What follows belongs to an exercise in optimizing a design on an open flow for small area; a production flow would make more cautious choices.
Where RTL was checked, it was by simulation tests only, not by an equivalence proof against the original.

## fp_adder_tree
module fp_adder_tree #(
    parameter int unsigned N = 8
) (
    input clk,
    input rst_n,
    input            in_valid,
    input [32*N-1:0] fp_in,
    output           out_valid,
    output [31:0]    out
);
Size in the first run: ~290 I/O pins, about 0.036 sq mm of cells after synthesis.
==> module exp_max, before the edit <==
module exp_max (
    input  [7:0][7:0]  e,
    output [7:0]       xmax,
    output [7:0][5:0]  dsat
);
logic [7:0][7:0] ex;
logic [8:0]      q [0:14];
always_comb begin
    for (int i = 0; i < 8; i++) begin
        ex[i] = {e[i][7:1], e[i][0] | ~|e[i][7:1]};
        q[i]  = {~&e[i], e[i]};
    end
end
for (genvar i = 0; i < 7; i++) begin : g_tree
    max9 m (.a(q[2*i]), .b(q[2*i+1]), .y(q[8+i]));
end
assign xmax = {q[14][7:1], q[14][0] | ~|q[14][7:1]};
for (genvar i = 0; i < 8; i++) begin : g_dist
    shift_dist dd (.x(xmax), .y(ex[i]), .dsat(dsat[i]));
end
endmodule
clock: 8.5 ns
lec_check: 0
cap_margin: 20
core_margin: 2
core_utilization: 60
slew_margin: 20
synth_hierarchical: 1
run.sh (not shown) runs the stock make flow with config.mk's settings and CLKGATE_MAP_FILE= SYNTH_SCRIPT=/design/flow/synth_recipe.tcl, a recipe that flattens the netlist after the stock synthesis.
The starting point finished but fails on setup timing.
Next try:
--- a/flow/design.v
+++ b/flow/design.v
@@ -324,15 +324,15 @@
 logic [8:0]      q [0:14];
 always_comb begin
     for (int i = 0; i < 8; i++) begin
         ex[i] = {e[i][7:1], e[i][0] | ~|e[i][7:1]};
-        q[i]  = {~&e[i], e[i]};
+        q[i]  = {~&e[i], ex[i]};
     end
 end
 for (genvar i = 0; i < 7; i++) begin : g_tree
     max9 m (.a(q[2*i]), .b(q[2*i+1]), .y(q[8+i]));
 end
-assign xmax = {q[14][7:1], q[14][0] | ~|q[14][7:1]};
+assign xmax = q[14][7:0];
 for (genvar i = 0; i < 8; i++) begin : g_dist
     shift_dist dd (.x(xmax), .y(ex[i]), .dsat(dsat[i]));
 end
 endmodule
Result:
- The changed run ran to the end with violations: setup timing
- synthesized area is about the same
- fmax increases by a few percent
- setup slack improved by 0.22 ns
- design area barely changes
- utilization decreases by 0.18 points
- critical path depth increases by 1
- routed wire length increases slightly
- clock skew decreases by 0.0079 ns
Function was not checked in any run of this note: the RTL went through the layout flow alone.

* * *

Setup of old:
fp_adder_tree, a different RTL version from the one above (not shown whole).
Size in the first run: roughly 4000 cells after synthesis, roughly 290 I/O pins, ~35000 um2 of cells after synthesis.
Design fp_adder_tree, start of the top module:
module fp_adder_tree #(
    parameter int unsigned N = 8
) (
    input clk,
    input rst_n,
    input            in_valid,
    input [32*N-1:0] fp_in,
    output           out_valid,
    output [31:0]    out
);
logic [N-1:0][7:0]  e;
logic [N-1:0][5:0]  rl;
logic [N-1:0]       cl;
logic [7:0]         xn;
always_comb
    for (int i = 0; i < N; i++) e[i] = fp_in[32*i+23 +: 8];
logic [N-1:0]       hid;
exp_max exp_max_inst (.e(e), .xn(xn), .rl(rl), .cl(cl), .hid(hid));
logic [N-1:0][23:0] m_r;
logic [N-1:0]       s_r;
logic [N-1:0][5:0]  rl_r;
logic [N-1:0]       cl_r;
logic [N-1:0][1:0]  eh_r;
logic [7:0]         xn_r;
logic               valid_r;
always_ff @(posedge clk) begin
    for (int i = 0; i < N; i++) begin
        m_r[i]  <= {hid[i], fp_in[32*i +: 23]};
        s_r[i]  <= fp_in[32*i+31];
        eh_r[i] <= e[i][7:6];
    end
    rl_r <= rl;
    cl_r <= cl;
    xn_r <= xn;
end
logic [N-1:0]       keep;
logic [N-1:0][47:0] u;
logic [3:0]         pc;
logic [50:0]        sum_x, sum_y, t;
for (genvar i = 0; i < N; i++) begin : g_align
  ...
==> module leading_zero_cnt, before the edit <==
module leading_zero_cnt (
    input  [49:0]      x,
    output logic [5:0] lz,
    output logic       zero
);
logic [63:0]      xp;
logic [15:0]      z4;
logic [15:0][1:0] c4;
logic [7:0]       z8;
logic [7:0][2:0]  c8;
logic [3:0]       z16;
logic [3:0][3:0]  c16;
logic [1:0]       z32;
logic [1:0][4:0]  c32;
always_comb begin
    xp = {x, 14'b0};
    for (int i = 0; i < 16; i++) begin
        logic [3:0] n;
        n = xp[4*i +: 4];
        z4[i] = ~|n;
        c4[i] = n[3] ? 2'd0 : n[2] ? 2'd1 : n[1] ? 2'd2 : 2'd3;
    end
    for (int i = 0; i < 8; i++) begin
        z8[i] = z4[2*i+1] & z4[2*i];
        c8[i] = z4[2*i+1] ? {1'b1, c4[2*i]} : {1'b0, c4[2*i+1]};
    end
    for (int i = 0; i < 4; i++) begin
        z16[i] = z8[2*i+1] & z8[2*i];
        c16[i] = z8[2*i+1] ? {1'b1, c8[2*i]} : {1'b0, c8[2*i+1]};
    end
    for (int i = 0; i < 2; i++) begin
        z32[i] = z16[2*i+1] & z16[2*i];
        c32[i] = z16[2*i+1] ? {1'b1, c16[2*i]} : {1'b0, c16[2*i+1]};
    end
    zero = z32[1] & z32[0];
    lz   = z32[1] ? {1'b1, c32[0]} : {1'b0, c32[1]};
end
endmodule
==> module fp32_converter, before the edit <==
module fp32_converter (
    input  [50:0] t,
    input  [7:0]  xn,
    output [31:0] fp32
);
logic        sign;
logic [49:0] nz;      
logic [49:0] a;       
logic [5:0]  lz;
logic        zero;
logic        big;
logic [7:0]  exp_out;
logic [22:0] frac;
assign sign = ~t[50];
logic [48:0] po;
always_comb begin
    po = t[48:0];
    for (int st = 1; st < 49; st = st * 2)
        for (int i = 2*st - 1; i < 49; i += 2*st) po[i] = po[i] | po[i-st];
    for (int st = 16; st >= 1; st = st / 2)
        for (int i = 3*st - 1; i < 49; i += 2*st) po[i] = po[i] | po[i-st];
    nz = {po, 1'b0};
end
assign a = t[49:0] ^ ({50{sign}} & nz);
leading_zero_cnt lzc_inst (.x(a), .lz(lz), .zero(zero));
assign big = lz[5] | (lz[4] & lz[3] & (lz[2] | (lz[1] & lz[0])));
norm_shift norm_inst (.a(a[48:0]), .lz(lz[4:0]), .big(big), .f(frac));
assign exp_out = zero ? ~xn - 8'd46 : ~xn + 8'd3 - {2'b00, lz};
assign fp32 = {sign, exp_out, frac};
endmodule
==> module exp_max, before the edit <==
module exp_max (
    input  [7:0][7:0]  e,
    output [7:0]       xn,
    output [7:0][5:0]  rl,
    output [7:0]       cl,
    output logic [7:0] hid      
);
logic [7:0][7:0] ex;
logic [7:0][8:0] q;
wire  [3:0][8:0] w1n;      
wire  [1:0][8:0] w2;       
wire  [8:0]      kn;       
wire  [3:0]      ge1;
wire  [1:0]      ge2;
wire             ge3;
always_comb begin
    for (int i = 0; i < 8; i++) begin
        ex[i]  = {e[i][7:1], e[i][0] | ~|e[i][7:1]};
        hid[i] = e[i][0] | |e[i][7:1];
        q[i]  = {~&e[i], ex[i]};
    end
end
for (genvar i = 0; i < 4; i++) begin : g_r1
    ge9   c (.a(q[2*i]), .b(q[2*i+1]), .ge(ge1[i]));
    max9n m (.a(q[2*i]), .b(q[2*i+1]), .ge(ge1[i]), .y(w1n[i]));
end
for (genvar i = 0; i < 2; i++) begin : g_r2
    ge9   c (.a(w1n[2*i+1]), .b(w1n[2*i]), .ge(ge2[i]));
    max9n m (.a(w1n[2*i]), .b(w1n[2*i+1]), .ge(ge2[i]), .y(w2[i]));
end
ge9   c3 (.a(w2[0]), .b(w2[1]), .ge(ge3));
max9n m3 (.a(w2[0]), .b(w2[1]), .ge(ge3), .y(kn));
assign xn = kn[7:0];
for (genvar i = 0; i < 8; i++) begin : g_dist
    dist_lo dd (.nx(kn[5:0]), .y(ex[i][5:0]), .r(rl[i]), .co(cl[i]));
end
endmodule
==> module cpa51, before the edit <==
module cpa51 (
    input  [50:0]       a,
    input  [49:0]       b,
    output logic [50:0] s
);
localparam int W = 51;
logic [W-1:0] g, p, gg, pp;
always_comb begin
    g  = a & {1'b0, b};
    p  = a ^ {1'b0, b};
    gg = g;
    pp = p;
    for (int st = 1; st < W; st = st * 2)
        for (int i = 2*st - 1; i < W; i += 2*st) begin
            gg[i] = gg[i] | (pp[i] & gg[i-st]);
            pp[i] = pp[i] & pp[i-st];
        end
    for (int st = 16; st >= 1; st = st / 2)
        for (int i = 3*st - 1; i < W; i += 2*st) begin
            gg[i] = gg[i] | (pp[i] & gg[i-st]);
            pp[i] = pp[i] & pp[i-st];
        end
    s[0] = p[0];
    for (int i = 1; i < W; i++) s[i] = p[i] ^ gg[i-1];
end
endmodule
==> module fp_adder_tree, before the edit <==
module fp_adder_tree #(
    parameter int unsigned N = 8
) (
    input clk,
    input rst_n,
    input            in_valid,
    input [32*N-1:0] fp_in,
    output           out_valid,
    output [31:0]    out
);
logic [N-1:0][7:0]  e;
logic [N-1:0][5:0]  rl;
logic [N-1:0]       cl;
logic [7:0]         xn;
always_comb
    for (int i = 0; i < N; i++) e[i] = fp_in[32*i+23 +: 8];
logic [N-1:0]       hid;
exp_max exp_max_inst (.e(e), .xn(xn), .rl(rl), .cl(cl), .hid(hid));
logic [N-1:0][23:0] m_r;
logic [N-1:0]       s_r;
logic [N-1:0][5:0]  rl_r;
logic [N-1:0]       cl_r;
logic [N-1:0][1:0]  eh_r;
logic [7:0]         xn_r;
logic               valid_r;
always_ff @(posedge clk) begin
    for (int i = 0; i < N; i++) begin
        m_r[i]  <= {hid[i], fp_in[32*i +: 23]};
        s_r[i]  <= fp_in[32*i+31];
        eh_r[i] <= e[i][7:6];
    end
    rl_r <= rl;
    cl_r <= cl;
    xn_r <= xn;
end
logic [N-1:0]       keep;
logic [N-1:0][47:0] u;
logic [3:0]         pc;
logic [50:0]        sum_x, sum_y, t;
for (genvar i = 0; i < N; i++) begin : g_align
    dist_sat dist_inst (.nx(xn_r[7:6]), .y(eh_r[i]), .ci(cl_r[i]), .r54(rl_r[i][5:4]), .keep(keep[i]));
    align align_inst (.s(s_r[i]), .m(m_r[i]), .rl(rl_r[i]), .keep(keep[i]), .u(u[i]));
end
popcount8 pc_inst (.s(s_r), .pc(pc));
csa_tree  csa_inst (.u(u), .pc(pc), .x(sum_x), .y(sum_y));
cpa51     cpa_inst (.a(sum_x), .b(sum_y[49:0]), .s(t));
logic [50:0] t_r;
logic [7:0]  xn_r2;
logic        valid_r2;
always_ff @(posedge clk) begin
    t_r     <= t;
    xn_r2   <= xn_r;
end
always_ff @(posedge clk) begin
    if (!rst_n) begin
        valid_r  <= 1'b0;
        valid_r2 <= 1'b0;
    end else begin
        valid_r  <= in_valid;
        valid_r2 <= valid_r;
    end
end
fp32_converter conv_inst (
    .t    (t_r),
    .xn   (xn_r2),
    .fp32 (out)
);
assign out_valid = valid_r2;
endmodule
clock: 8.5 ns
lec_check: 0
cap_margin: 20
core_margin: 2
core_utilization: 40
slew_margin: 20
synth_hierarchical: 1
standard.sh (not shown) runs the stock make flow with config.mk's settings and CLKGATE_MAP_FILE= SYNTH_SCRIPT=/design/flow/synth_recipe.tcl, a recipe that flattens the netlist after the stock synthesis.
==> flow/flow/run.sh <==
#!/bin/bash
# Standard layout, with one change: the port buffers that the standard flow
# puts on every input and output are buf_1 cells instead of the default.
set -euo pipefail
export BUFFER_PORTS_ARGS="-buffer_cell sky130_fd_sc_hd__buf_1"
bash standard.sh > standard.log 2>&1
The inputs of new differ from those of old as listed below.
--- a/flow/design.v
+++ b/flow/design.v
@@ -30,13 +30,12 @@
 assign s  = a ^ b;
 assign co = a & b;
 endmodule
 module leading_zero_cnt (
-    input  [49:0]      x,
+    input  [63:0]      x,
     output logic [5:0] lz,
     output logic       zero
 );
-logic [63:0]      xp;
 logic [15:0]      z4;
 logic [15:0][1:0] c4;
 logic [7:0]       z8;
 logic [7:0][2:0]  c8;
@@ -44,12 +43,11 @@
 logic [3:0][3:0]  c16;
 logic [1:0]       z32;
 logic [1:0][4:0]  c32;
 always_comb begin
-    xp = {x, 14'b0};
     for (int i = 0; i < 16; i++) begin
         logic [3:0] n;
-        n = xp[4*i +: 4];
+        n = x[4*i +: 4];
         z4[i] = ~|n;
         c4[i] = n[3] ? 2'd0 : n[2] ? 2'd1 : n[1] ? 2'd2 : 2'd3;
     end
     for (int i = 0; i < 8; i++) begin
@@ -69,9 +67,9 @@
 end
 endmodule
 module fp32_converter (
     input  [50:0] t,
-    input  [7:0]  xn,
+    input  [7:0]  xmax,
     output [31:0] fp32
 );
 logic        sign;
 logic [49:0] nz;      
@@ -91,12 +89,12 @@
         for (int i = 3*st - 1; i < 49; i += 2*st) po[i] = po[i] | po[i-st];
     nz = {po, 1'b0};
 end
 assign a = t[49:0] ^ ({50{sign}} & nz);
-leading_zero_cnt lzc_inst (.x(a), .lz(lz), .zero(zero));
+leading_zero_cnt lzc_inst (.x({a, 14'b0}), .lz(lz), .zero(zero));
 assign big = lz[5] | (lz[4] & lz[3] & (lz[2] | (lz[1] & lz[0])));
 norm_shift norm_inst (.a(a[48:0]), .lz(lz[4:0]), .big(big), .f(frac));
-assign exp_out = zero ? ~xn - 8'd46 : ~xn + 8'd3 - {2'b00, lz};
+assign exp_out = zero ? xmax - 8'd46 : xmax + 8'd3 - {2'b00, lz};
 assign fp32 = {sign, exp_out, frac};
 endmodule
 module norm_shift (
     input  [48:0] a,
@@ -333,10 +331,9 @@
 module exp_max (
     input  [7:0][7:0]  e,
     output [7:0]       xn,
     output [7:0][5:0]  rl,
-    output [7:0]       cl,
-    output logic [7:0] hid      
+    output [7:0]       cl
 );
 logic [7:0][7:0] ex;
 logic [7:0][8:0] q;
 wire  [3:0][8:0] w1n;      
@@ -346,10 +343,9 @@
 wire  [1:0]      ge2;
 wire             ge3;
 always_comb begin
     for (int i = 0; i < 8; i++) begin
-        ex[i]  = {e[i][7:1], e[i][0] | ~|e[i][7:1]};
-        hid[i] = e[i][0] | |e[i][7:1];
+        ex[i] = {e[i][7:1], e[i][0] | ~|e[i][7:1]};
         q[i]  = {~&e[i], ex[i]};
     end
 end
 for (genvar i = 0; i < 4; i++) begin : g_r1
@@ -728,16 +724,16 @@
 c_ha h2 (.a(q2), .b(r2), .s(pc[2]), .co(pc[3]));
 endmodule
 module cpa51 (
     input  [50:0]       a,
-    input  [49:0]       b,
+    input  [50:0]       b,
     output logic [50:0] s
 );
 localparam int W = 51;
 logic [W-1:0] g, p, gg, pp;
 always_comb begin
-    g  = a & {1'b0, b};
-    p  = a ^ {1'b0, b};
+    g  = a & b;
+    p  = a ^ b;
     gg = g;
     pp = p;
     for (int st = 1; st < W; st = st * 2)
         for (int i = 2*st - 1; i < W; i += 2*st) begin
@@ -1049,10 +1045,9 @@
 logic [N-1:0]       cl;
 logic [7:0]         xn;
 always_comb
     for (int i = 0; i < N; i++) e[i] = fp_in[32*i+23 +: 8];
-logic [N-1:0]       hid;
-exp_max exp_max_inst (.e(e), .xn(xn), .rl(rl), .cl(cl), .hid(hid));
+exp_max exp_max_inst (.e(e), .xn(xn), .rl(rl), .cl(cl));
 logic [N-1:0][23:0] m_r;
 logic [N-1:0]       s_r;
 logic [N-1:0][5:0]  rl_r;
 logic [N-1:0]       cl_r;
@@ -1060,9 +1055,9 @@
 logic [7:0]         xn_r;
 logic               valid_r;
 always_ff @(posedge clk) begin
     for (int i = 0; i < N; i++) begin
-        m_r[i]  <= {hid[i], fp_in[32*i +: 23]};
+        m_r[i]  <= {e[i] != 8'd0, fp_in[32*i +: 23]};
         s_r[i]  <= fp_in[32*i+31];
         eh_r[i] <= e[i][7:6];
     end
     rl_r <= rl;
@@ -1078,15 +1073,15 @@
     align align_inst (.s(s_r[i]), .m(m_r[i]), .rl(rl_r[i]), .keep(keep[i]), .u(u[i]));
 end
 popcount8 pc_inst (.s(s_r), .pc(pc));
 csa_tree  csa_inst (.u(u), .pc(pc), .x(sum_x), .y(sum_y));
-cpa51     cpa_inst (.a(sum_x), .b(sum_y[49:0]), .s(t));
+cpa51     cpa_inst (.a(sum_x), .b(sum_y), .s(t));
 logic [50:0] t_r;
-logic [7:0]  xn_r2;
+logic [7:0]  xmax_r2;
 logic        valid_r2;
 always_ff @(posedge clk) begin
     t_r     <= t;
-    xn_r2   <= xn_r;
+    xmax_r2 <= ~xn_r;
 end
 always_ff @(posedge clk) begin
     if (!rst_n) begin
         valid_r  <= 1'b0;
@@ -1097,9 +1092,9 @@
     end
 end
 fp32_converter conv_inst (
     .t    (t_r),
-    .xn   (xn_r2),
+    .xmax (xmax_r2),
     .fp32 (out)
 );
 assign out_valid = valid_r2;
 endmodule
### Flow results
- new finished every step from synthesis to the final layout, and the layout passed the timing, design-rule and antenna checks.
- Count of buffers from port buffering came out exactly the same in old and new.
- Layout-stage area growth over the synthesis result (higher): old
- Compared to old, the router laid down less metal wire for new.
- new -> old: final core utilization flat
- The higher final period demand of the worst path of old and new is in old.
- The final reports for new and old show die outline area higher in the former.
- In new relative to old, design area had gone up slightly.
- The register-to-register setup slack of new was superior to that of old.
- Mean instance size in the synthesized netlist for new: 0.34% down relative to old
- new ends up with a portion of the clock cycle consumed by the worst path in the final layout that is 0.36 points lower than in old.
- new vs old, global routing met3 resource utilization went down by 0.54 points.
- new vs old — cell count rose 1.1%.

what the ideal ports hide:
The flow's constraints put no driver on any port. The routed layouts listed below were extracted and timed again, unchanged, in two steps.
Step 1: set_driving_cell puts a clkbuf_16 on clk and a buf_2 on each other input, an assumption about the parent block.
Step 2 moves the port delays by t, midway between the first and last clock arrival at a register: inputs arrive t later, outputs are due t later. That takes back most of the time a late clock gives input paths.
a / b / c = ideal ports / drivers / drivers and shift; a / b = the first two.
run | shift t [ns] | setup slack, ns | worst slew at a driven data input, ns | cell pins on the clock port's net
the first run of note 1 | 0.629 | -0.365 / -0.334 / -0.963 | 0.06 | 1
the second run of note 1 | 0.637 | -0.145 / -0.100 / -0.737 | 0.08 | 1
old | 0.661 | 0.311 / 0.242 / -0.022 | 0.08 | 1
new | 0.641 | 0.342 / 0.279 / -0.056 | 0.09 | 1
Met with ideal ports but missed after step 2: setup timing in old and new. The setup slack of the first run of note 1, which loses most, moves by +0.031 ns with the drivers and by -0.598 ns with both steps.
